Source: an optimization exercise on an open RTL-to-GDS flow (aim: small area, a short achievable clock period and few clock cycles per item). Production flows keep margins and buffers that such runs may drop. Function was checked by simulation only, so behaviour that the tests miss may differ from the original.

==> flow/design.v (excerpt) <==
module seqpolar(i_clk, i_reset, i_stb, i_xval, i_yval, i_aux, o_busy,
		o_done, o_mag, o_phase, o_aux);
	input	wire		i_clk, i_reset, i_stb;
	input	wire	[28:0]	i_xval, i_yval;
	input	wire		i_aux;
	output	wire		o_busy;
	output	reg		o_done;
	output	wire	[25:0]	o_mag;
	output	wire	[25:0]	o_phase;
	output	reg		o_aux;
	reg		busy;
	reg		rot;		 
	reg		k5;
	reg	[3:0]	sa;		 
	reg	[7:0]	sc;		 
	reg		sa1x, sa2x;	 
	reg		sc1x, sc2x, sc3x;	 
	reg		kbig;		 
	reg	[33:0]	xv;		 
	reg	[39:4]	yn;		 
	reg	[35:1]	ph;		 
	wire	sx = i_xval[28], sy = i_yval[28];
	wire	[33:0]	ex = { {1{sx}}, i_xval, 4'b0 };
	wire	[39:4]	ey = { {7{sy}}, i_yval };
	wire	[33:0]	ld_x = sx ? { {2{sx}}, i_xval, 3'b0 } : ex;
	wire	[35:1]	ld_p = { !sx, !(sx^sy), 33'h1c7c6e34f };
	wire		d = yn[39];			 
	wire	[35:0]	y0 = { yn[35:4], 4'b0 };
	wire	[35:0]	ya0;
	assign	ya0[0] = (sa[0] & y0[0]) | (sa[1] & y0[2]) | (sa[2] & y0[4]) | (sa[3] & y0[6]);
	assign	ya0[1] = (sa[0] & y0[1]) | (sa[1] & y0[3]) | (sa[2] & y0[5]) | (sa[3] & y0[7]);
  ...
Size: about 1600 cells after synthesis, about 130 flip-flops, roughly 120 I/O pins, roughly 12000 um^2 of cells after synthesis.
clock: 7.0 ns
lec_check: 0
cap_margin: 20
core_margin: 2
core_utilization: 50
cts_buf_list: sky130_fd_sc_hd__clkbuf_8
setup_slack_margin: 2.6
slew_margin: 20
standard.sh (not shown) runs the stock make flow with config.mk's settings and CLKGATE_MAP_FILE= SYNTH_SCRIPT=/design/flow/synth_recipe.tcl, a recipe that flattens the netlist after the stock synthesis.
==> flow/flow/run.sh <==
#!/bin/bash
set -euo pipefail
export BUFFER_PORTS_ARGS="-buffer_cell sky130_fd_sc_hd__buf_1"
bash standard.sh > standard_flow.log 2>&1
The baseline finished clean.
Testbench counts at the start, summed over its fixed seeds: cycles 18,182, items 512.
Rerun with:
--- a/flow/config.mk
+++ b/flow/config.mk
@@ -10 +10 @@
-export CORE_UTILIZATION = 50
+export CORE_UTILIZATION = 40
@@ -11,0 +12 @@
+export PLACE_DENSITY = 0.7
Result: The new run finished with timing, DRC and antenna clean; global-route usage drops by 7.5 points; routed wire length fell by 3.1%; die area rises by 24%; synthesized cell count does not change; area after synthesis is unchanged.

========
== red ==
Another version of the RTL of seqpolar (not shown whole).
Size in the first run: about 120 flip-flops, ~120 I/O pins.
// seqpolar
module seqpolar(i_clk, i_reset, i_stb, i_xval, i_yval, i_aux, o_busy,
		o_done, o_mag, o_phase, o_aux);
==> flow/config.mk <==
export PLATFORM = sky130hd
export DESIGN_NAME = seqpolar
export DESIGN_NICKNAME = seqpolar
export VERILOG_FILES = /design/flow/design.v
export SDC_FILE = /design/flow/constraint.sdc
export NUM_CORES = 4
export LEC_CHECK = 0
export CAP_MARGIN = 20
export CORE_MARGIN = 2
export CORE_UTILIZATION = 40
export SETUP_SLACK_MARGIN = 2.5
export SLEW_MARGIN = 20
==> flow/constraint.sdc <==
create_clock -name core_clock -period 7.0 [get_ports {i_clk}]
set_input_delay 1.4000 -clock core_clock [delete_from_list [all_inputs] [get_ports {i_clk}]]
set_output_delay 1.4000 -clock core_clock [all_outputs]
set_load 0.01 [all_outputs]
run.sh (not shown) runs the stock make flow with config.mk's settings and CLKGATE_MAP_FILE= SYNTH_SCRIPT=/design/flow/synth_recipe.tcl, a recipe that flattens the netlist after the stock synthesis.
Stock flow here: none of the scripts above is used.
Testbench counts of red, summed over its fixed seeds: cycles 18,182, items 512.
The following lists how blue was set up differently from red:
Settings: CORE_UTILIZATION changed from 40 to 60; SETUP_SLACK_MARGIN changed from 2.5 to 2.8.
==> comparison <==
Re post-layout utilization of the core: blue is 27 points up on red.
| highest cell delay on the worst timing path | blue vs red | 0.32 ns higher |
On number of global-route vias before repair: between red and blue, it ends up higher for blue.
Changes observed in blue relative to red: final critical path time including I/O delays and setup saw an increase, overall global routing resource usage saw an increase.
The global-route congestion overflow total was comparable across red and blue.
| least setup slack across all paths after layout | blue vs red | worse |
[inputs] green vs blue
Settings: SETUP_SLACK_MARGIN now 2.5, was 2.8.
--- outcome ---
green -> blue: parity-gate share of the synthesized area counting xor and xnor cells delta 0, exact match
Cell count sits lower in green than in blue.
green and blue ended up with roughly the same synthesized area.
Relative to blue, setup slack decreased by 0.0060 ns in green.
Sort green and blue by global routing usage on met1 desc -> top: blue
Count of fill cells added during filler insertion was lower in the run labelled blue.

========
seqpolar, a different RTL version from the one above (not shown whole).
Size: ~1,600 cells after synthesis, about 130 flip-flops, ~120 I/O pins, roughly 13,000 µm² of cells after synthesis.
## seqpolar
module seqpolar(i_clk, i_reset, i_stb, i_xval, i_yval, i_aux, o_busy,
		o_done, o_mag, o_phase, o_aux);
	input	wire		i_clk, i_reset, i_stb;
	input	wire	[28:0]	i_xval, i_yval;
	input	wire		i_aux;
	output	wire		o_busy;
	output	reg		o_done;
	output	wire	[25:0]	o_mag;
	output	wire	[25:0]	o_phase;
	output	reg		o_aux;
	reg		busy;
	reg		rot;		 
	reg		k5;
	reg	[3:0]	sa;		 
	reg	[7:0]	sc;		 
	reg		kbig;		 
	reg	[33:0]	xv;		 
	reg	[39:1]	yn;		 
	reg	[35:1]	ph;		 
	wire	sx = i_xval[28], sy = i_yval[28];
	wire	[33:0]	ex = { {1{sx}}, i_xval, 4'b0 };
	wire	[39:1]	ey = { {7{sy}}, i_yval, 3'b0 };
	wire	[33:0]	ld_x = sx ? { {2{sx}}, i_xval, 3'b0 } : ex;
	wire	[35:1]	ld_p = { !sx, !(sx^sy), 33'h1c7c6e34f };
	wire		d = yn[39];			 
	wire	[35:0]	y0 = { yn[35:1], 1'b0 };
	wire	[35:0]	ya0 = ({36{sa[0]}} & y0) |
			({36{sa[1]}} & { {2{y0[35]}}, y0[35:2] }) |
			({36{sa[2]}} & { {4{y0[35]}}, y0[35:4] }) |
			({36{sa[3]}} & { {6{y0[35]}}, y0[35:6] });
	wire	[35:0]	yb0 = ({36{sc[0]}} & ya0) |
			({36{sc[1]}} & { {8{ya0[35]}}, ya0[35:8] }) |
			({36{sc[2]}} & { {16{ya0[35]}}, ya0[35:16] }) |
			({36{sc[3]}} & { {24{ya0[35]}}, ya0[35:24] }) |
			({36{sc[4]}} & { {32{ya0[35]}}, ya0[35:32] });
	wire	[33:0]	ysh = kbig ? {34{d}} : yb0[33:0];
	wire	[33:0]	xmask;
	assign	xmask[0] = !k5 & ((sc[0] & sa[0]));
	assign	xmask[1] = !k5 & ((sc[0] & |sa[1:0]));
	assign	xmask[2] = !k5 & ((sc[0] & |sa[2:0]));
	assign	xmask[3] = !k5 & ((sc[0] & |sa[3:0]));
	assign	xmask[4] = !k5 & (sc[0] | (sc[1] & sa[0]));
	assign	xmask[5] = !k5 & (sc[0] | (sc[1] & |sa[1:0]));
	assign	xmask[6] = !k5 & (sc[0] | (sc[1] & |sa[2:0]));
	assign	xmask[7] = !k5 & (sc[0] | (sc[1] & |sa[3:0]));
	assign	xmask[8] = !k5 & (|sc[1:0] | (sc[2] & sa[0]));
	assign	xmask[9] = !k5 & (|sc[1:0] | (sc[2] & |sa[1:0]));
	assign	xmask[10] = !k5 & (|sc[1:0] | (sc[2] & |sa[2:0]));
	assign	xmask[11] = !k5 & (|sc[1:0] | (sc[2] & |sa[3:0]));
	assign	xmask[12] = !k5 & (|sc[2:0] | (sc[3] & sa[0]));
	assign	xmask[13] = !k5 & (|sc[2:0] | (sc[3] & |sa[1:0]));
	assign	xmask[14] = !k5 & (|sc[2:0] | (sc[3] & |sa[2:0]));
  ...
clock: 7.0 ns
lec_check: 0
cap_margin: 20
core_margin: 2
core_utilization: 40
cts_buf_list: sky130_fd_sc_hd__clkbuf_8
setup_slack_margin: 2.7
slew_margin: 20
standard.sh (not shown) runs the stock make flow with config.mk's settings and CLKGATE_MAP_FILE= SYNTH_SCRIPT=/design/flow/synth_recipe.tcl, a recipe that flattens the netlist after the stock synthesis.
Scripts as last shown in full above: flow/flow/run.sh
The baseline completed without violations.
Testbench counts at the start, summed over its fixed seeds: cycles 18,182, items 512.
Rerun with:
- SETUP_SLACK_MARGIN: 2.7 -> 2.5
Global-route usage came out lower by 0.71 points.
Wire length came out lower by 2.7%.
Setup slack gets worse by 0.12 ns.
Utilization came out lower by 1.8 points.
Via count came out lower by 0.97%.
Cell area came out lower by 3.8%.
Non-clock buffer count came out lower by 48.
Synthesized area is unchanged.

-- port drivers added, routing unchanged --
In the flow no input, the clock included, has a driving cell. The finished layouts below were timed again as built, in two steps.
Step 1: set_driving_cell puts a clkbuf_16 on i_clk and a buf_2 on each other input, an assumption about the parent block.
Step 2, shift: input delay + t, output delay - t, t = (earliest + latest rising clock arrival at the registers) / 2. This alone moves slack from input paths to output paths.
Three values: ideal, step 1, step 2; two values: the first two.
| run | t, ns | slack for setup (ns) | latest minus earliest clock arrival (ns) | worst register clock-pin slew, ns | cell pins on the clock port's net |
|---|---|---|---|---|---|
| the first run of note 1 | 0.518 | 2.442 / 2.442 / 2.442 | 0.016 / 0.015 | 0.10 / 0.10 | 1 |
| the second run of note 1 | 0.521 | 2.440 / 2.440 / 2.440 | 0.020 / 0.020 | 0.09 / 0.09 | 1 |
| red | 0.485 | 2.559 / 2.559 / 2.559 | 0.019 / 0.019 | 0.08 / 0.08 | 1 |
| blue | 0.478 | 2.473 / 2.473 / 2.473 | 0.014 / 0.015 | 0.07 / 0.07 | 1 |
| green | 0.477 | 2.467 / 2.467 / 2.467 | 0.010 / 0.010 | 0.07 / 0.07 | 1 |
| the first run of note 3 | 0.524 | 2.699 / 2.699 / 2.699 | 0.020 / 0.019 | 0.10 / 0.10 | 1 |
| the second run of note 3 | 0.530 | 2.576 / 2.576 / 2.576 | 0.025 / 0.025 | 0.10 / 0.10 | 1 |
After both steps setup and hold are still met in every run listed.
